From an optimization exercise on the open Yosys and OpenROAD flow, aimed at small area and a short achievable clock period; shortcuts taken in it are not production practice.
Only simulation tests tie the RTL to the original design; equivalence was not proved.
No activity file was given, so power comes from the tool's default toggle rates.

===== flow/run.sh =====
#!/bin/bash
# The standard layout, with plain sky130_fd_sc_hd__buf_1 cells as the input and output
# port buffers instead of the delay buffers the resizer picks by default.
set -euo pipefail
bash standard.sh synth > synth.log 2>&1
bash standard.sh "BUFFER_PORTS_ARGS=-buffer_cell sky130_fd_sc_hd__buf_1" finish > layout.log 2>&1

===== standard.sh =====
#!/bin/bash
# synth_recipe.tcl (not shown) runs the flow's synth.tcl, then flattens the netlist and writes it again
# the make line also repeats each setting of config.mk as NAME=value (left out here)
make -C /OpenROAD-flow-scripts/flow DESIGN_CONFIG=/design/flow/config.mk WORK_HOME=/design/flow/orfs CLKGATE_MAP_FILE= SYNTH_SCRIPT=/design/flow/synth_recipe.tcl "${@:-finish}"

===== config.mk =====
export PLATFORM = sky130hd
export DESIGN_NAME = tensor_unit_64bit
export DESIGN_NICKNAME = tensor_unit_64bit
export VERILOG_FILES = /design/flow/design.v
export SDC_FILE = /design/flow/constraint.sdc
export NUM_CORES = 4
export LEC_CHECK = 0
export CAP_MARGIN = 20
export CORE_MARGIN = 2
export CORE_UTILIZATION = 40
export SETUP_SLACK_MARGIN = 3.2
export SLEW_MARGIN = 20

===== constraint.sdc =====
create_clock -name core_clock -period 7.0 [get_ports {clk}]
set_input_delay 1.4000 -clock core_clock [delete_from_list [all_inputs] [get_ports {clk}]]
set_output_delay 1.4000 -clock core_clock [all_outputs]
set_load 0.01 [all_outputs]

===== design.v =====
`timescale 1ns / 100ps
module bf16_mul_tree (
    input  wire [6:0]  ma,
    input  wire [6:0]  mb,
    output wire [15:0] ps,
    output wire [15:0] pc
);
  wire t_1 = (ma[0] & mb[6]) ^ (ma[1] & mb[5]);
  wire t_2 = (ma[0] & mb[6]) & (ma[1] & mb[5]);
  wire t_3 = (ma[1] & mb[6]) ^ (ma[2] & mb[5]);
  wire t_4 = t_3 ^ (ma[3] & mb[4]);
  wire t_5 = ((ma[1] & mb[6]) & (ma[2] & mb[5])) | (t_3 & (ma[3] & mb[4]));
  wire t_6 = (ma[4] & mb[3]) ^ (ma[5] & mb[2]);
  wire t_7 = (ma[4] & mb[3]) & (ma[5] & mb[2]);
  wire t_8 = (ma[2] & mb[6]) ^ (ma[3] & mb[5]);
  wire t_9 = t_8 ^ (ma[4] & mb[4]);
  wire t_10 = ((ma[2] & mb[6]) & (ma[3] & mb[5])) | (t_8 & (ma[4] & mb[4]));
  wire t_11 = (ma[5] & mb[3]) ^ (ma[6] & mb[2]);
  wire t_12 = (ma[5] & mb[3]) & (ma[6] & mb[2]);
  wire t_13 = (ma[3] & mb[6]) ^ (ma[4] & mb[5]);
  wire t_14 = t_13 ^ (ma[5] & mb[4]);
  wire t_15 = ((ma[3] & mb[6]) & (ma[4] & mb[5])) | (t_13 & (ma[5] & mb[4]));
  wire t_16 = (ma[0] & mb[4]) ^ (ma[1] & mb[3]);
  wire t_17 = (ma[0] & mb[4]) & (ma[1] & mb[3]);
  wire t_18 = (ma[0] & mb[5]) ^ (ma[1] & mb[4]);
  wire t_19 = t_18 ^ (ma[2] & mb[3]);
  wire t_20 = ((ma[0] & mb[5]) & (ma[1] & mb[4])) | (t_18 & (ma[2] & mb[3]));
  wire t_21 = (ma[3] & mb[2]) ^ (ma[4] & mb[1]);
  wire t_22 = (ma[3] & mb[2]) & (ma[4] & mb[1]);
  wire t_23 = (ma[2] & mb[4]) ^ (ma[3] & mb[3]);
  wire t_24 = t_23 ^ (ma[4] & mb[2]);
  wire t_25 = ((ma[2] & mb[4]) & (ma[3] & mb[3])) | (t_23 & (ma[4] & mb[2]));
  wire t_26 = (ma[5] & mb[1]) ^ (ma[6] & mb[0]);
  wire t_27 = t_26 ^ t_1;
  wire t_28 = ((ma[5] & mb[1]) & (ma[6] & mb[0])) | (t_26 & t_1);
  wire t_29 = (ma[6] & mb[1]) ^ ma[0];
  wire t_30 = t_29 ^ mb[0];
  wire t_31 = ((ma[6] & mb[1]) & ma[0]) | (t_29 & mb[0]);
  wire t_32 = t_2 ^ t_4;
  wire t_33 = t_32 ^ t_6;
  wire t_34 = (t_2 & t_4) | (t_32 & t_6);
  wire t_35 = ma[1] ^ mb[1];
  wire t_36 = t_35 ^ t_5;
  wire t_37 = (ma[1] & mb[1]) | (t_35 & t_5);
  wire t_38 = t_7 ^ t_9;
  wire t_39 = t_38 ^ t_11;
  wire t_40 = (t_7 & t_9) | (t_38 & t_11);
  wire t_41 = (ma[6] & mb[3]) ^ ma[2];
  wire t_42 = t_41 ^ mb[2];
  wire t_43 = ((ma[6] & mb[3]) & ma[2]) | (t_41 & mb[2]);
  wire t_44 = t_10 ^ t_12;
  wire t_45 = t_44 ^ t_14;
  wire t_46 = (t_10 & t_12) | (t_44 & t_14);
  wire t_47 = (ma[4] & mb[6]) ^ (ma[5] & mb[5]);
  wire t_48 = t_47 ^ (ma[6] & mb[4]);
  wire t_49 = ((ma[4] & mb[6]) & (ma[5] & mb[5])) | (t_47 & (ma[6] & mb[4]));
  wire t_50 = ma[3] ^ mb[3];
  wire t_51 = t_50 ^ t_15;
  wire t_52 = (ma[3] & mb[3]) | (t_50 & t_15);
  wire t_53 = (ma[5] & mb[6]) ^ (ma[6] & mb[5]);
  wire t_54 = t_53 ^ ma[4];
  wire t_55 = ((ma[5] & mb[6]) & (ma[6] & mb[5])) | (t_53 & ma[4]);
  wire t_56 = (ma[0] & mb[3]) ^ (ma[1] & mb[2]);
  wire t_57 = (ma[0] & mb[3]) & (ma[1] & mb[2]);
  wire t_58 = (ma[2] & mb[2]) ^ (ma[3] & mb[1]);
  wire t_59 = t_58 ^ (ma[4] & mb[0]);
  wire t_60 = ((ma[2] & mb[2]) & (ma[3] & mb[1])) | (t_58 & (ma[4] & mb[0]));
  wire t_61 = (ma[5] & mb[0]) ^ t_17;
  wire t_62 = t_61 ^ t_19;
  wire t_63 = ((ma[5] & mb[0]) & t_17) | (t_61 & t_19);
  wire t_64 = t_20 ^ t_22;
  wire t_65 = t_64 ^ t_24;
  wire t_66 = (t_20 & t_22) | (t_64 & t_24);
  wire t_67 = t_25 ^ t_28;
  wire t_68 = t_67 ^ t_30;
  wire t_69 = (t_25 & t_28) | (t_67 & t_30);
  wire t_70 = t_31 ^ t_34;
  wire t_71 = t_70 ^ t_36;
  wire t_72 = (t_31 & t_34) | (t_70 & t_36);
  wire t_73 = t_37 ^ t_40;
  wire t_74 = t_73 ^ t_42;
  wire t_75 = (t_37 & t_40) | (t_73 & t_42);
  wire t_76 = t_43 ^ t_46;
  wire t_77 = t_76 ^ t_48;
  wire t_78 = (t_43 & t_46) | (t_76 & t_48);
  wire t_79 = mb[4] ^ t_49;
  wire t_80 = t_79 ^ t_52;
  wire t_81 = (mb[4] & t_49) | (t_79 & t_52);
  wire t_82 = (ma[6] & mb[6]) ^ ma[5];
  wire t_83 = t_82 ^ mb[5];
  wire t_84 = ((ma[6] & mb[6]) & ma[5]) | (t_82 & mb[5]);
  wire t_85 = (ma[0] & mb[2]) ^ (ma[1] & mb[1]);
  wire t_86 = (ma[0] & mb[2]) & (ma[1] & mb[1]);
  wire t_87 = (ma[2] & mb[1]) ^ (ma[3] & mb[0]);
  wire t_88 = t_87 ^ t_56;
  wire t_89 = ((ma[2] & mb[1]) & (ma[3] & mb[0])) | (t_87 & t_56);
  wire t_90 = t_16 ^ t_57;
  wire t_91 = t_90 ^ t_59;
  wire t_92 = (t_16 & t_57) | (t_90 & t_59);
  wire t_93 = t_21 ^ t_60;
  wire t_94 = t_93 ^ t_62;
  wire t_95 = (t_21 & t_60) | (t_93 & t_62);
  wire t_96 = t_27 ^ t_63;
  wire t_97 = t_96 ^ t_65;
  wire t_98 = (t_27 & t_63) | (t_96 & t_65);
  wire t_99 = t_33 ^ t_66;
  wire t_100 = t_99 ^ t_68;
  wire t_101 = (t_33 & t_66) | (t_99 & t_68);
  wire t_102 = t_39 ^ t_69;
  wire t_103 = t_102 ^ t_71;
  wire t_104 = (t_39 & t_69) | (t_102 & t_71);
  wire t_105 = t_45 ^ t_72;
  wire t_106 = t_105 ^ t_74;
  wire t_107 = (t_45 & t_72) | (t_105 & t_74);
  wire t_108 = t_51 ^ t_75;
  wire t_109 = t_108 ^ t_77;
  wire t_110 = (t_51 & t_75) | (t_108 & t_77);
  wire t_111 = t_54 ^ t_78;
  wire t_112 = t_111 ^ t_80;
  wire t_113 = (t_54 & t_78) | (t_111 & t_80);
  wire t_114 = t_55 ^ t_81;
  wire t_115 = t_114 ^ t_83;
  wire t_116 = (t_55 & t_81) | (t_114 & t_83);
  wire t_117 = ma[6] ^ mb[6];
  wire t_118 = t_117 ^ t_84;
  wire t_119 = (ma[6] & mb[6]) | (t_117 & t_84);
  assign ps = {1'b0, 1'b1, t_116, t_113, t_110, t_107, t_104, t_101, t_98, t_95, t_92, t_89, t_86, (ma[2] & mb[0]), (ma[0] & mb[1]), (ma[0] & mb[0])};
  assign pc = {1'b0, t_119, t_118, t_115, t_112, t_109, t_106, t_103, t_100, t_97, t_94, t_91, t_88, t_85, (ma[1] & mb[0]), 1'b0};
endmodule
module bf16_mul_cpa (
    input  wire [15:0] ps,
    input  wire [15:0] pc,
    output wire [15:0] p
);
  wire c_1 = ps[0] ^ pc[0];
  wire c_2 = ps[0] & pc[0];
  wire c_3 = ps[1] ^ pc[1];
  wire c_4 = ps[1] & pc[1];
  wire c_5 = ps[2] ^ pc[2];
  wire c_6 = ps[2] & pc[2];
  wire c_7 = ps[3] ^ pc[3];
  wire c_8 = ps[3] & pc[3];
  wire c_9 = ps[4] ^ pc[4];
  wire c_10 = ps[4] & pc[4];
  wire c_11 = ps[5] ^ pc[5];
  wire c_12 = ps[5] & pc[5];
  wire c_13 = ps[6] ^ pc[6];
  wire c_14 = ps[6] & pc[6];
  wire c_15 = ps[7] ^ pc[7];
  wire c_16 = ps[7] & pc[7];
  wire c_17 = ps[8] ^ pc[8];
  wire c_18 = ps[8] & pc[8];
  wire c_19 = ps[9] ^ pc[9];
  wire c_20 = ps[9] & pc[9];
  wire c_21 = ps[10] ^ pc[10];
  wire c_22 = ps[10] & pc[10];
  wire c_23 = ps[11] ^ pc[11];
  wire c_24 = ps[11] & pc[11];
  wire c_25 = ps[12] ^ pc[12];
  wire c_26 = ps[12] & pc[12];
  wire c_27 = ps[13] ^ pc[13];
  wire c_28 = ps[13] & pc[13];
  wire c_29 = ps[14] ^ pc[14];
  wire c_30 = ps[14] & pc[14];
  wire c_31 = ps[15] ^ pc[15];
  wire c_32 = ps[15] & pc[15];
  wire c_33 = c_4 | (c_3 & c_2);
  wire c_34 = c_3 & c_1;
  wire c_35 = c_6 | (c_5 & c_4);
  wire c_36 = c_5 & c_3;
  wire c_37 = c_8 | (c_7 & c_6);
  wire c_38 = c_7 & c_5;
  wire c_39 = c_10 | (c_9 & c_8);
  wire c_40 = c_9 & c_7;
  wire c_41 = c_12 | (c_11 & c_10);
  wire c_42 = c_11 & c_9;
  wire c_43 = c_14 | (c_13 & c_12);
  wire c_44 = c_13 & c_11;
  wire c_45 = c_16 | (c_15 & c_14);
  wire c_46 = c_15 & c_13;
  wire c_47 = c_18 | (c_17 & c_16);
  wire c_48 = c_17 & c_15;
  wire c_49 = c_20 | (c_19 & c_18);
  wire c_50 = c_19 & c_17;
  wire c_51 = c_22 | (c_21 & c_20);
  wire c_52 = c_21 & c_19;
  wire c_53 = c_24 | (c_23 & c_22);
  wire c_54 = c_23 & c_21;
  wire c_55 = c_26 | (c_25 & c_24);
  wire c_56 = c_25 & c_23;
  wire c_57 = c_28 | (c_27 & c_26);
  wire c_58 = c_27 & c_25;
  wire c_59 = c_30 | (c_29 & c_28);
  wire c_60 = c_29 & c_27;
  wire c_61 = c_32 | (c_31 & c_30);
  wire c_62 = c_31 & c_29;
  wire c_63 = c_35 | (c_36 & c_2);
  wire c_64 = c_36 & c_1;
  wire c_65 = c_37 | (c_38 & c_33);
  wire c_66 = c_38 & c_34;
  wire c_67 = c_39 | (c_40 & c_35);
  wire c_68 = c_40 & c_36;
  wire c_69 = c_41 | (c_42 & c_37);
  wire c_70 = c_42 & c_38;
  wire c_71 = c_43 | (c_44 & c_39);
  wire c_72 = c_44 & c_40;
  wire c_73 = c_45 | (c_46 & c_41);
  wire c_74 = c_46 & c_42;
  wire c_75 = c_47 | (c_48 & c_43);
  wire c_76 = c_48 & c_44;
  wire c_77 = c_49 | (c_50 & c_45);
  wire c_78 = c_50 & c_46;
  wire c_79 = c_51 | (c_52 & c_47);
  wire c_80 = c_52 & c_48;
  wire c_81 = c_53 | (c_54 & c_49);
  wire c_82 = c_54 & c_50;
  wire c_83 = c_55 | (c_56 & c_51);
  wire c_84 = c_56 & c_52;
  wire c_85 = c_57 | (c_58 & c_53);
  wire c_86 = c_58 & c_54;
  wire c_87 = c_59 | (c_60 & c_55);
  wire c_88 = c_60 & c_56;
  wire c_89 = c_61 | (c_62 & c_57);
  wire c_90 = c_62 & c_58;
  wire c_91 = c_67 | (c_68 & c_2);
  wire c_92 = c_68 & c_1;
  wire c_93 = c_69 | (c_70 & c_33);
  wire c_94 = c_70 & c_34;
  wire c_95 = c_71 | (c_72 & c_63);
  wire c_96 = c_72 & c_64;
  wire c_97 = c_73 | (c_74 & c_65);
  wire c_98 = c_74 & c_66;
  wire c_99 = c_75 | (c_76 & c_67);
  wire c_100 = c_76 & c_68;
  wire c_101 = c_77 | (c_78 & c_69);
  wire c_102 = c_78 & c_70;
  wire c_103 = c_79 | (c_80 & c_71);
  wire c_104 = c_80 & c_72;
  wire c_105 = c_81 | (c_82 & c_73);
  wire c_106 = c_82 & c_74;
  wire c_107 = c_83 | (c_84 & c_75);
  wire c_108 = c_84 & c_76;
  wire c_109 = c_85 | (c_86 & c_77);
  wire c_110 = c_86 & c_78;
  wire c_111 = c_87 | (c_88 & c_79);
  wire c_112 = c_88 & c_80;
  wire c_113 = c_89 | (c_90 & c_81);
  wire c_114 = c_90 & c_82;
  wire c_115 = c_99 | (c_100 & c_2);
  wire c_116 = c_100 & c_1;
  wire c_117 = c_101 | (c_102 & c_33);
  wire c_118 = c_102 & c_34;
  wire c_119 = c_103 | (c_104 & c_63);
  wire c_120 = c_104 & c_64;
  wire c_121 = c_105 | (c_106 & c_65);
  wire c_122 = c_106 & c_66;
  wire c_123 = c_107 | (c_108 & c_91);
  wire c_124 = c_108 & c_92;
  wire c_125 = c_109 | (c_110 & c_93);
  wire c_126 = c_110 & c_94;
  wire c_127 = c_111 | (c_112 & c_95);
  wire c_128 = c_112 & c_96;
  wire c_129 = c_113 | (c_114 & c_97);
  wire c_130 = c_114 & c_98;
  wire c_131 = c_3 ^ c_2;
  wire c_132 = c_5 ^ c_33;
  wire c_133 = c_7 ^ c_63;
  wire c_134 = c_9 ^ c_65;
  wire c_135 = c_11 ^ c_91;
  wire c_136 = c_13 ^ c_93;
  wire c_137 = c_15 ^ c_95;
  wire c_138 = c_17 ^ c_97;
  wire c_139 = c_19 ^ c_115;
  wire c_140 = c_21 ^ c_117;
  wire c_141 = c_23 ^ c_119;
  wire c_142 = c_25 ^ c_121;
  wire c_143 = c_27 ^ c_123;
  wire c_144 = c_29 ^ c_125;
  wire c_145 = c_31 ^ c_127;
  assign p = {c_145, c_144, c_143, c_142, c_141, c_140, c_139, c_138, c_137, c_136, c_135, c_134, c_133, c_132, c_131, c_1};
endmodule
module bf16_exp_diff (
    input  wire [7:0] ea,
    input  wire [7:0] eb,
    input  wire [7:0] ec,
    output wire [9:0] xm,
    output wire [8:0] t
);
  wire e_1 = ea[0] ^ eb[0];
  wire e_2 = ea[0] & eb[0];
  wire e_3 = ea[1] ^ eb[1];
  wire e_4 = ea[1] & eb[1];
  wire e_5 = ea[2] ^ eb[2];
  wire e_6 = ea[2] & eb[2];
  wire e_7 = ea[3] ^ eb[3];
  wire e_8 = ea[3] & eb[3];
  wire e_9 = ea[4] ^ eb[4];
  wire e_10 = ea[4] & eb[4];
  wire e_11 = ea[5] ^ eb[5];
  wire e_12 = ea[5] & eb[5];
  wire e_13 = ea[6] ^ eb[6];
  wire e_14 = ea[6] & eb[6];
  wire e_15 = ea[7] ^ eb[7];
  wire e_16 = e_15 ^ ~ec[7];
  wire e_17 = (ea[7] & eb[7]) | (e_15 & ~ec[7]);
  wire e_18 = ~ec[0] ^ 1'b1;
  wire e_19 = ~ec[0] & 1'b1;
  wire e_20 = ~ec[1] ^ e_2;
  wire e_21 = e_20 ^ e_3;
  wire e_22 = (~ec[1] & e_2) | (e_20 & e_3);
  wire e_23 = ~ec[2] ^ e_4;
  wire e_24 = e_23 ^ e_5;
  wire e_25 = (~ec[2] & e_4) | (e_23 & e_5);
  wire e_26 = ~ec[3] ^ e_6;
  wire e_27 = e_26 ^ e_7;
  wire e_28 = (~ec[3] & e_6) | (e_26 & e_7);
  wire e_29 = ~ec[4] ^ e_8;
  wire e_30 = e_29 ^ e_9;
  wire e_31 = (~ec[4] & e_8) | (e_29 & e_9);
  wire e_32 = ~ec[5] ^ e_10;
  wire e_33 = e_32 ^ e_11;
  wire e_34 = (~ec[5] & e_10) | (e_32 & e_11);
  wire e_35 = ~ec[6] ^ e_12;
  wire e_36 = e_35 ^ e_13;
  wire e_37 = (~ec[6] & e_12) | (e_35 & e_13);
  wire e_38 = 1'b1 ^ e_14;
  wire e_39 = e_38 ^ e_16;
  wire e_40 = (1'b1 & e_14) | (e_38 & e_16);
  wire e_41 = e_1 ^ e_18;
  wire e_42 = e_1 & e_18;
  wire e_43 = e_19 ^ e_21;
  wire e_44 = e_19 & e_21;
  wire e_45 = e_22 ^ e_24;
  wire e_46 = e_22 & e_24;
  wire e_47 = e_25 ^ e_27;
  wire e_48 = e_25 & e_27;
  wire e_49 = e_28 ^ e_30;
  wire e_50 = e_28 & e_30;
  wire e_51 = e_31 ^ e_33;
  wire e_52 = e_31 & e_33;
  wire e_53 = e_34 ^ e_36;
  wire e_54 = e_34 & e_36;
  wire e_55 = e_37 ^ e_39;
  wire e_56 = e_37 & e_39;
  wire e_57 = e_17 ^ e_40;
  wire e_58 = e_17 & e_40;
  wire e_59 = 1'b1 ^ 1'b0;
  wire e_60 = 1'b1 & 1'b0;
  wire e_61 = e_44 | (e_43 & e_42);
  wire e_62 = e_43 & e_41;
  wire e_63 = e_46 | (e_45 & e_44);
  wire e_64 = e_45 & e_43;
  wire e_65 = e_48 | (e_47 & e_46);
  wire e_66 = e_47 & e_45;
  wire e_67 = e_50 | (e_49 & e_48);
  wire e_68 = e_49 & e_47;
  wire e_69 = e_52 | (e_51 & e_50);
  wire e_70 = e_51 & e_49;
  wire e_71 = e_54 | (e_53 & e_52);
  wire e_72 = e_53 & e_51;
  wire e_73 = e_56 | (e_55 & e_54);
  wire e_74 = e_55 & e_53;
  wire e_75 = e_58 | (e_57 & e_56);
  wire e_76 = e_57 & e_55;
  wire e_77 = e_60 | (e_59 & e_58);
  wire e_78 = e_59 & e_57;
  wire e_79 = e_63 | (e_64 & e_42);
  wire e_80 = e_64 & e_41;
  wire e_81 = e_65 | (e_66 & e_61);
  wire e_82 = e_66 & e_62;
  wire e_83 = e_67 | (e_68 & e_63);
  wire e_84 = e_68 & e_64;
  wire e_85 = e_69 | (e_70 & e_65);
  wire e_86 = e_70 & e_66;
  wire e_87 = e_71 | (e_72 & e_67);
  wire e_88 = e_72 & e_68;
  wire e_89 = e_73 | (e_74 & e_69);
  wire e_90 = e_74 & e_70;
  wire e_91 = e_75 | (e_76 & e_71);
  wire e_92 = e_76 & e_72;
  wire e_93 = e_77 | (e_78 & e_73);
  wire e_94 = e_78 & e_74;
  wire e_95 = e_83 | (e_84 & e_42);
  wire e_96 = e_84 & e_41;
  wire e_97 = e_85 | (e_86 & e_61);
  wire e_98 = e_86 & e_62;
  wire e_99 = e_87 | (e_88 & e_79);
  wire e_100 = e_88 & e_80;
  wire e_101 = e_89 | (e_90 & e_81);
  wire e_102 = e_90 & e_82;
  wire e_103 = e_91 | (e_92 & e_83);
  wire e_104 = e_92 & e_84;
  wire e_105 = e_93 | (e_94 & e_85);
  wire e_106 = e_94 & e_86;
  wire e_107 = e_103 | (e_104 & e_42);
  wire e_108 = e_104 & e_41;
  wire e_109 = e_105 | (e_106 & e_61);
  wire e_110 = e_106 & e_62;
  wire e_111 = e_43 ^ e_42;
  wire e_112 = e_45 ^ e_61;
  wire e_113 = e_47 ^ e_79;
  wire e_114 = e_49 ^ e_81;
  wire e_115 = e_51 ^ e_95;
  wire e_116 = e_53 ^ e_97;
  wire e_117 = e_55 ^ e_99;
  wire e_118 = e_57 ^ e_101;
  wire e_119 = e_59 ^ e_107;
  wire e_120 = ea[0] ^ eb[0];
  wire e_121 = ea[0] & eb[0];
  wire e_122 = ea[1] ^ eb[1];
  wire e_123 = ea[1] & eb[1];
  wire e_124 = ea[2] ^ eb[2];
  wire e_125 = ea[2] & eb[2];
  wire e_126 = ea[3] ^ eb[3];
  wire e_127 = ea[3] & eb[3];
  wire e_128 = ea[4] ^ eb[4];
  wire e_129 = ea[4] & eb[4];
  wire e_130 = ea[5] ^ eb[5];
  wire e_131 = ea[5] & eb[5];
  wire e_132 = ea[6] ^ eb[6];
  wire e_133 = ea[6] & eb[6];
  wire e_134 = ea[7] ^ eb[7];
  wire e_135 = ea[7] & eb[7];
  wire e_136 = e_121 | (e_120 & 1'b1);
  wire e_137 = e_123 | (e_122 & e_136);
  wire e_138 = e_122 & e_120;
  wire e_139 = e_125 | (e_124 & e_123);
  wire e_140 = e_124 & e_122;
  wire e_141 = e_127 | (e_126 & e_125);
  wire e_142 = e_126 & e_124;
  wire e_143 = e_129 | (e_128 & e_127);
  wire e_144 = e_128 & e_126;
  wire e_145 = e_131 | (e_130 & e_129);
  wire e_146 = e_130 & e_128;
  wire e_147 = e_133 | (e_132 & e_131);
  wire e_148 = e_132 & e_130;
  wire e_149 = e_135 | (e_134 & e_133);
  wire e_150 = e_134 & e_132;
  wire e_151 = e_139 | (e_140 & e_136);
  wire e_152 = e_140 & e_120;
  wire e_153 = e_141 | (e_142 & e_137);
  wire e_154 = e_142 & e_138;
  wire e_155 = e_143 | (e_144 & e_139);
  wire e_156 = e_144 & e_140;
  wire e_157 = e_145 | (e_146 & e_141);
  wire e_158 = e_146 & e_142;
  wire e_159 = e_147 | (e_148 & e_143);
  wire e_160 = e_148 & e_144;
  wire e_161 = e_149 | (e_150 & e_145);
  wire e_162 = e_150 & e_146;
  wire e_163 = e_155 | (e_156 & e_136);
  wire e_164 = e_156 & e_120;
  wire e_165 = e_157 | (e_158 & e_137);
  wire e_166 = e_158 & e_138;
  wire e_167 = e_159 | (e_160 & e_151);
  wire e_168 = e_160 & e_152;
  wire e_169 = e_161 | (e_162 & e_153);
  wire e_170 = e_162 & e_154;
  wire e_171 = e_120 ^ 1'b1;
  wire e_172 = e_122 ^ e_136;
  wire e_173 = e_124 ^ e_137;
  wire e_174 = e_126 ^ e_151;
  wire e_175 = e_128 ^ e_153;
  wire e_176 = e_130 ^ e_163;
  wire e_177 = e_132 ^ e_165;
  wire e_178 = e_134 ^ e_167;
  assign xm = {e_119, e_118, e_117, e_116, e_115, e_114, e_113, e_112, e_111, e_41};
  assign t = {e_169, e_178, e_177, e_176, e_175, e_174, e_173, e_172, e_171};
endmodule
module bf16_addsub (
    input  wire [15:0] p,
    input  wire [15:0] g,
    output wire [15:0] s0,
    output wire [15:0] s1,
    output wire        c0
);
  wire a_1 = g[1] | (p[1] & g[0]);
  wire a_2 = p[1] & p[0];
  wire a_3 = g[2] | (p[2] & g[1]);
  wire a_4 = p[2] & p[1];
  wire a_5 = g[3] | (p[3] & g[2]);
  wire a_6 = p[3] & p[2];
  wire a_7 = g[4] | (p[4] & g[3]);
  wire a_8 = p[4] & p[3];
  wire a_9 = g[5] | (p[5] & g[4]);
  wire a_10 = p[5] & p[4];
  wire a_11 = g[6] | (p[6] & g[5]);
  wire a_12 = p[6] & p[5];
  wire a_13 = g[7] | (p[7] & g[6]);
  wire a_14 = p[7] & p[6];
  wire a_15 = g[8] | (p[8] & g[7]);
  wire a_16 = p[8] & p[7];
  wire a_17 = g[9] | (p[9] & g[8]);
  wire a_18 = p[9] & p[8];
  wire a_19 = g[10] | (p[10] & g[9]);
  wire a_20 = p[10] & p[9];
  wire a_21 = g[11] | (p[11] & g[10]);
  wire a_22 = p[11] & p[10];
  wire a_23 = g[12] | (p[12] & g[11]);
  wire a_24 = p[12] & p[11];
  wire a_25 = g[13] | (p[13] & g[12]);
  wire a_26 = p[13] & p[12];
  wire a_27 = g[14] | (p[14] & g[13]);
  wire a_28 = p[14] & p[13];
  wire a_29 = g[15] | (p[15] & g[14]);
  wire a_30 = p[15] & p[14];
  wire a_31 = a_3 | (a_4 & g[0]);
  wire a_32 = a_4 & p[0];
  wire a_33 = a_5 | (a_6 & a_1);
  wire a_34 = a_6 & a_2;
  wire a_35 = a_7 | (a_8 & a_3);
  wire a_36 = a_8 & a_4;
  wire a_37 = a_9 | (a_10 & a_5);
  wire a_38 = a_10 & a_6;
  wire a_39 = a_11 | (a_12 & a_7);
  wire a_40 = a_12 & a_8;
  wire a_41 = a_13 | (a_14 & a_9);
  wire a_42 = a_14 & a_10;
  wire a_43 = a_15 | (a_16 & a_11);
  wire a_44 = a_16 & a_12;
  wire a_45 = a_17 | (a_18 & a_13);
  wire a_46 = a_18 & a_14;
  wire a_47 = a_19 | (a_20 & a_15);
  wire a_48 = a_20 & a_16;
  wire a_49 = a_21 | (a_22 & a_17);
  wire a_50 = a_22 & a_18;
  wire a_51 = a_23 | (a_24 & a_19);
  wire a_52 = a_24 & a_20;
  wire a_53 = a_25 | (a_26 & a_21);
  wire a_54 = a_26 & a_22;
  wire a_55 = a_27 | (a_28 & a_23);
  wire a_56 = a_28 & a_24;
  wire a_57 = a_29 | (a_30 & a_25);
  wire a_58 = a_30 & a_26;
  wire a_59 = a_35 | (a_36 & g[0]);
  wire a_60 = a_36 & p[0];
  wire a_61 = a_37 | (a_38 & a_1);
  wire a_62 = a_38 & a_2;
  wire a_63 = a_39 | (a_40 & a_31);
  wire a_64 = a_40 & a_32;
  wire a_65 = a_41 | (a_42 & a_33);
  wire a_66 = a_42 & a_34;
  wire a_67 = a_43 | (a_44 & a_35);
  wire a_68 = a_44 & a_36;
  wire a_69 = a_45 | (a_46 & a_37);
  wire a_70 = a_46 & a_38;
  wire a_71 = a_47 | (a_48 & a_39);
  wire a_72 = a_48 & a_40;
  wire a_73 = a_49 | (a_50 & a_41);
  wire a_74 = a_50 & a_42;
  wire a_75 = a_51 | (a_52 & a_43);
  wire a_76 = a_52 & a_44;
  wire a_77 = a_53 | (a_54 & a_45);
  wire a_78 = a_54 & a_46;
  wire a_79 = a_55 | (a_56 & a_47);
  wire a_80 = a_56 & a_48;
  wire a_81 = a_57 | (a_58 & a_49);
  wire a_82 = a_58 & a_50;
  wire a_83 = a_67 | (a_68 & g[0]);
  wire a_84 = a_68 & p[0];
  wire a_85 = a_69 | (a_70 & a_1);
  wire a_86 = a_70 & a_2;
  wire a_87 = a_71 | (a_72 & a_31);
  wire a_88 = a_72 & a_32;
  wire a_89 = a_73 | (a_74 & a_33);
  wire a_90 = a_74 & a_34;
  wire a_91 = a_75 | (a_76 & a_59);
  wire a_92 = a_76 & a_60;
  wire a_93 = a_77 | (a_78 & a_61);
  wire a_94 = a_78 & a_62;
  wire a_95 = a_79 | (a_80 & a_63);
  wire a_96 = a_80 & a_64;
  wire a_97 = a_81 | (a_82 & a_65);
  wire a_98 = a_82 & a_66;
  wire a_99 = ~p[0];
  wire a_100 = p[1] ^ g[0];
  wire a_101 = p[1] ^ (g[0] | p[0]);
  wire a_102 = p[2] ^ a_1;
  wire a_103 = p[2] ^ (a_1 | a_2);
  wire a_104 = p[3] ^ a_31;
  wire a_105 = p[3] ^ (a_31 | a_32);
  wire a_106 = p[4] ^ a_33;
  wire a_107 = p[4] ^ (a_33 | a_34);
  wire a_108 = p[5] ^ a_59;
  wire a_109 = p[5] ^ (a_59 | a_60);
  wire a_110 = p[6] ^ a_61;
  wire a_111 = p[6] ^ (a_61 | a_62);
  wire a_112 = p[7] ^ a_63;
  wire a_113 = p[7] ^ (a_63 | a_64);
  wire a_114 = p[8] ^ a_65;
  wire a_115 = p[8] ^ (a_65 | a_66);
  wire a_116 = p[9] ^ a_83;
  wire a_117 = p[9] ^ (a_83 | a_84);
  wire a_118 = p[10] ^ a_85;
  wire a_119 = p[10] ^ (a_85 | a_86);
  wire a_120 = p[11] ^ a_87;
  wire a_121 = p[11] ^ (a_87 | a_88);
  wire a_122 = p[12] ^ a_89;
  wire a_123 = p[12] ^ (a_89 | a_90);
  wire a_124 = p[13] ^ a_91;
  wire a_125 = p[13] ^ (a_91 | a_92);
  wire a_126 = p[14] ^ a_93;
  wire a_127 = p[14] ^ (a_93 | a_94);
  wire a_128 = p[15] ^ a_95;
  wire a_129 = p[15] ^ (a_95 | a_96);
  wire a_130 = a_97 | a_98;
  assign s0 = {a_128, a_126, a_124, a_122, a_120, a_118, a_116, a_114, a_112, a_110, a_108, a_106, a_104, a_102, a_100, p[0]};
  assign s1 = {a_129, a_127, a_125, a_123, a_121, a_119, a_117, a_115, a_113, a_111, a_109, a_107, a_105, a_103, a_101, a_99};
  assign c0 = a_97;
endmodule
module bf16_mac_lane (
    input  wire        clk,
    input  wire [15:0] a,
    input  wire [15:0] b,
    input  wire [15:0] c,
    input  wire        relu1,     
    output wire [15:0] d
);
    wire [15:0] ps0, pc0;
    bf16_mul_tree u_tree (.ma(a[6:0]), .mb(b[6:0]), .ps(ps0), .pc(pc0));
    wire [9:0] xm;
    wire [8:0] t;
    bf16_exp_diff u_exp (.ea(a[14:7]), .eb(b[14:7]), .ec(c[14:7]), .xm(xm), .t(t));
    wire       wrap = (t[8:7] == 2'b00);           
    wire       gt0  = wrap | ~xm[9];               
    reg [15:0] r0_ps, r0_pc;
    reg  [6:0] r0_mc;
    reg  [3:0] r0_xm;
    reg        r0_bigp, r0_bigc, r0_gt;
    reg  [7:0] r0_ep, r0_ec;
    reg        r0_sp, r0_sub;
    always @(posedge clk) begin
        r0_ps  <= ps0;
        r0_pc  <= pc0;
        r0_mc  <= c[6:0];
        r0_xm  <= xm[3:0];
        r0_bigp <= wrap | (xm[8:4] != 5'd0);       
        r0_bigc <= (xm[8:4] != 5'b11111);          
        r0_gt  <= gt0;
        r0_ep  <= {~t[7], t[6:0]};
        r0_ec  <= c[14:7];
        r0_sp  <= a[15] ^ b[15];
        r0_sub <= a[15] ^ b[15] ^ c[15];
    end
    wire       r0_big = r0_gt ? r0_bigp : r0_bigc;       
    wire [3:0] r0_sh  = r0_gt ? r0_xm : ~r0_xm;
    wire [15:0] prod;
    bf16_mul_cpa u_cpa (.ps(r0_ps), .pc(r0_pc), .p(prod));
    wire [15:0] cm  = {1'b1, r0_mc, 8'b0};
    wire [15:0] x1  = r0_gt ? prod : (r0_big ? 16'd0 : (prod >> r0_sh));
    wire [15:0] y1  = r0_gt ? (r0_big ? 16'd0 : ({1'b0, cm[15:1]} >> r0_sh)) : cm;
    wire        sub1 = r0_sub;
    wire [15:0] yb1  = sub1 ? ~y1 : y1;
    reg [15:0] r1_p, r1_g;
    reg  [7:0] r1_e;
    reg        r1_sp, r1_sub;
    always @(posedge clk) begin
        r1_p   <= x1 ^ yb1;
        r1_g   <= x1 & yb1;
        r1_e   <= r0_gt ? r0_ep : r0_ec;
        r1_sp  <= r0_sp;
        r1_sub <= sub1;
    end
    wire [15:0] s0, s1;
    wire        c0;
    bf16_addsub u_add (.p(r1_p), .g(r1_g), .s0(s0), .s1(s1), .c0(c0));
    wire [16:0] sum = ~r1_sub ? {c0, s0} : (c0 ? {1'b0, s1} : {1'b0, ~s0});
    wire        sg2 = r1_sp ^ (r1_sub & ~c0);    
    reg [4:0] lz;
    integer i;
    always @(*) begin
        lz = 5'd16;
        for (i = 0; i < 17; i = i + 1)
            if (sum[i]) lz = 16 - i;
    end
    wire zero2 = (sum == 17'd0);
    wire [4:0] eh1 = r1_e[7:3] - 5'd1;
    wire [4:0] eh2 = r1_e[7:3] - 5'd2;
    wire [7:0] ec2 = {lz[4] ? eh2 : (lz[3] ? eh1 : r1_e[7:3]), r1_e[2:0]};
    reg [15:2] r2_s;
    reg  [2:0] r2_f;
    reg  [7:0] r2_e;
    reg        r2_sg, r2_kill;
    always @(posedge clk) begin
        r2_s    <= lz[4] ? 14'd0 : (lz[3] ? {sum[7:0], 6'd0} : sum[15:2]);
        r2_f    <= lz[2:0];
        r2_e    <= ec2;
        r2_sg   <= sg2;
        r2_kill <= zero2 | (relu1 & sg2);
    end
    wire [15:2] nm  = r2_s << r2_f;
    wire        bw  = r2_e[2:0] < r2_f;
    wire  [2:0] nlo = r2_e[2:0] - r2_f;
    wire  [4:0] nhi = bw ? (r2_e[7:3] - 5'd1) : r2_e[7:3];
    wire  [7:0] ne  = {nhi, nlo};
    assign d = r2_kill ? 16'd0 : {r2_sg, ne, nm[15:9]};
endmodule
module tensor_unit_64bit (
    input  wire        clk,
    input  wire        rst_n,
    input  wire        en,
    input  wire [63:0] vector_a,
    input  wire [63:0] vector_b,
    input  wire [63:0] vector_c,
    input  wire        do_relu,
    output wire [63:0] vector_out,
    output wire        valid_out
);
    reg v0, v1, v2;
    always @(posedge clk or negedge rst_n) begin
        if (!rst_n) begin
            v0 <= 1'b0;
            v1 <= 1'b0;
            v2 <= 1'b0;
        end else begin
            v0 <= en;
            v1 <= v0;
            v2 <= v1;
        end
    end
    assign valid_out = v2;
    reg relu0, relu1;
    always @(posedge clk) begin
        relu0 <= do_relu;
        relu1 <= relu0;
    end
    genvar g;
    generate
        for (g = 0; g < 4; g = g + 1) begin : lane
            bf16_mac_lane u (
                .clk(clk), .relu1(relu1),
                .a(vector_a[16*g +: 16]), .b(vector_b[16*g +: 16]), .c(vector_c[16*g +: 16]),
                .d(vector_out[16*g +: 16])
            );
        end
    endgenerate
endmodule

==> summary.txt <==
standard-cell rows=113; share of final-layout standard cells stronger than drive strength 1=8.73%; Synth async-reset ratio=0.576%; post-synthesis average cell area=8.70 um^2; Lkg Pwr=18.6 nW; Slew @ Worst Pin=1030 ps; Max H-tree Level=2; switching fraction of total power=47.0%; number of input and output port buffers inserted=260; Clock power frac=15.2%; clock insertion delay at the later pin of the skew report=660 ps; max-capacitance violation count=0; TritonCTS clock tree=built; clock transition at the register clock pins on the worst setup and hold paths after CTS=60 ps; Seq pwr share=24.8%; worst voltage drop across the vdd grid=0.000278 V; Largest stage delay, worst path=520 ps; library cell used as clock root buffer=clkbuf_16; WP data required=7520 ps; die width=314 um; number of synthesized flops with an enable pin=0; placeable core region=95200 um^2; sequential area share after synthesis=27.1%; I/O pin total=261; GRT Util Overall=19.7%; combinational cell fraction of total power=60.0%; area of the die=98700 um^2; Synth Cell Area=38500 um^2; Final Instance Count excl. Fillers=5939; Crit path top cell by count=ha_1; Period Utilization, post-route=53.3%; kind of capture point of the worst setup path=register; final count of negative-setup-slack endpoints=0; final core area utilization=45.4%; count of cell types in the netlist=110; buffers from clock root to sink, at most=3; average wire per standard cell=16.6 um; routed length on met2=45900 um; number of nets in the final layout=5268; Fmax achieved=268 MHz; Worst Path Class, Setup=register to register; starting density of the core=40.4%; prevailing post-synth register cell=dfxtp_1; synthesis-to-finish area growth=12.4%; gate count of the mapped netlist=4422; amount of wire on met3 after detailed routing=5070 um; status=complete, no violations; Final ANT Viol Nets=0; shortest period the worst path allows=3730 ps; setup clock skew after layout=28.2 ps; cell area after layout=43200 um^2; drc violations=0; synthesized flop and latch total=521; cell with the largest stage delay on the worst path=nor3_1; crit-path max FO=4; Congestion Overflow GR=0; Tightest Hold Check Type=register to register; net load switching power=9.69 mW; Rel. slew slack=31.0%; RSZ-0062 raised after global routing=true; vias in the first global route=31091; DP Cell Count=5800; critical path startpoint category=register; via count normalized by instance count=5.36; count of final hold-check violations=0; number of synthesis warnings=2; Met1 Wirelength=45300 um; Final Max Slew Viols=0; Die Height=314 um; power density cells=477 nW/um^2; CP arrival=4250 ps; uppermost routed layer=met5; cell-by-cell trace of the critical path=ha_1 -> and3_1 -> a2111o_1 -> a221o_1 -> nand2_1 -> nor4bb_1 -> nor3_1 -> mux2_2 -> a31oi_1 -> o41ai_1 -> ha_1; largest net degree at the start of global routing=41; hold buffer count at cts=0; worst setup slack for register-to-register paths=3270 ps; clock tree sinks=521; routed via count=31817; Cell Area, Placed=40600 um^2; syn nets=5066; DP Wirelength=77300 um; number of clock buffers inserted by TritonCTS=58; Initial DRC Count=1971; wire length reported by the detailed router=98500 um; number of detailed-route iterations in the first pass=5; setup_tns=0 ps; first-pass GRT wire length=161000 um; final weighted congestion in routability-driven placement=0.906; cell internal power dissipation=10.9 mW; initial antenna violation count=6
per-stage QoR:
| step | power, mW | setup slack (ps) | hold WS (ps) |
|---|---|---|---|
| after CTS | 20.4 | 3200 | 325 |
| final | 20.6 | 3270 | 323 |
| after detailed placement | 17.0 | 2800 | 312 |
| after floorplan | 13.9 | 3190 | 310 |
| after global placement | 16.9 | 2840 | 311 |
| after global routing | 22.4 | 3020 | 331 |
layer usage:
metal | up-vias | global-route usage (%)
li1 | 15822 | -
met1 | 15070 | 26.6
met2 | 770 | 32.6
met3 | 145 | 3.32
met4 | 10 | 4.73
met5 | - | 0
Yosys cell counts (53+ instances only):
cell type	instances	area (um^2)
a21o_1	64	480
a21oi_1	257	1290
and2_1	173	1080
clkbuf_1	118	443
dfxtp_1	518	10400
fa_1	184	3680
ha_1	264	3300
inv_1	428	1610
mux2i_1	109	1090
nand2_1	342	1280
nand3_1	83	415
nor2_1	359	1350
nor3_1	70	350
o21ai_0	202	1010
o22ai_1	53	332
xnor2_1	187	1640
xor2_1	108	946
placed cells by master, fill, tap and decap left out, types with 18 or more instances in the layout:
cell type and count:
and3_1 35, nand2b_1 37, xor2_1 101, nor3_1 69, nand2_1 342, nor2_1 356, a31oi_1 40, buf_4 59
inv_1 420, o21bai_1 22, clkbuf_16 58, nand3_1 82, mux2_2 49, xnor2_1 181, o21ai_1 18, a211oi_1 45
and2_1 173, o211ai_1 49, o22ai_1 52, mux2i_1 108, nor2b_1 45, fa_1 182, a21o_1 61, buf_1 254
a21oi_1 253, or2_2 19, o21a_1 36, mux4_2 47, o21ai_0 191, dfxtp_1 504, ha_1 261, nand4_1 33
logic make-up after synthesis:
logic type                 share of synthesized area (%)
AOI/OAI and AO/OA                                   18.1
xor gates and xnor gates                            6.71
adders and majority gates                           18.2
buffers and inverters                               6.22
DFF                                                 27.1
muxes                                               7.02
and+or+nand+nor                                     16.7
layout make-up:
class	count	area, um^2
inverter	431	1630
clock buffer	80	1630
sequential	521	10500
multi-input combinational	3293	26200
tap	1265	1580
antenna	1	2.50
clock inverter	29	333
fill	9425	51900
timing repair buffer	319	1430
critical path, delay by kind of cell (launching register included):
family	cells	cell delay [ps]
AO/OA/AOI/OAI	4	1410
AND/OR/NAND/NOR	4	890
multiplexers	1	320
flip-flops	1	300
adder cells (fa/ha/maj)	2	670
worst paths after layout:
kind                                                 start                        end  cells after the start
worst max-delay path            lane[1].u.r0_pc[4]$_DFF_P_  lane[1].u.r1_p[6]$_DFF_P_                     11
worst min-delay path               lane[2].u.r0_sp$_DFF_P_    lane[2].u.r1_sp$_DFF_P_                      0
worst max register to register  lane[1].u.r0_pc[4]$_DFF_P_  lane[1].u.r1_p[6]$_DFF_P_                     11
worst min register to register     lane[2].u.r0_sp$_DFF_P_    lane[2].u.r1_sp$_DFF_P_                      0
max in group asynchronous                            rst_n               v2$_DFF_PN0_                      1
min in group asynchronous                            rst_n               v0$_DFF_PN0_                      1
state kept, by name, summed over array words and instances, names as in the netlist, 16 cells and up:
| signal | flops |
|---|---|
| lane.u.r0_xm | 16 |
| lane.u.r0_ep | 32 |
| lane.u.r0_mc | 28 |
| lane.u.r2_s | 56 |
| lane.u.r1_p | 64 |
| lane.u.r2_e | 32 |
| lane.u.r0_ec | 32 |
| lane.u.r1_e | 32 |
| lane.u.r0_ps | 56 |
| lane.u.r1_g | 64 |
| lane.u.r0_pc | 56 |
power by group through the flow:
| stage | clock network (mW) | registers, mW | logic, mW |
|---|---|---|---|
| detailed placement | 0 | 5.22 | 11.8 |
| finish | 3.13 | 5.11 | 12.4 |
| global route | 3.35 | 5.27 | 13.8 |
| CTS | 3.23 | 5.08 | 12.1 |
| global placement | 0 | 5.21 | 11.7 |
| floorplan | 0 | 4.45 | 9.50 |
repair_timing:
item	in CTS	in global routing
pin swaps	17	20
endpoints found under the setup margin	114	124
hold endpoints to repair	0	0
cloned	0	1
buffers inserted	20	8
gates resized for setup	60	62

afterwards: timing with drivers on the ports:
In the flow no input, the clock included, has a driving cell. The finished layout below was timed again as built, in two steps.
Step 1 sets driving cells, clkbuf_16 on the clock port and buf_2 on the other inputs (assumed; they add their load-dependent delay and slew).
Step 2 adds t to the input delays and takes it off the output delays; t is the mean of the earliest and latest rising clock arrival at the registers after step 1. Input paths then give back, and output paths get back, about the clock's delay inside the block.
a / b / c = ideal / step 1 / step 2; a / b = the first two.
t (ns): 0.706
setup WS [ns]: 3.266 / 3.266 / 2.790
hold slack, ns: 0.323 / 0.323 / 0.323
worst setup path at the end: input to register
latest minus earliest clock arrival (ns): 0.030 / 0.030
After both steps this run still meets setup and hold. The setup slack of this run moves by 0.000 ns with the drivers and by -0.476 ns with both steps.
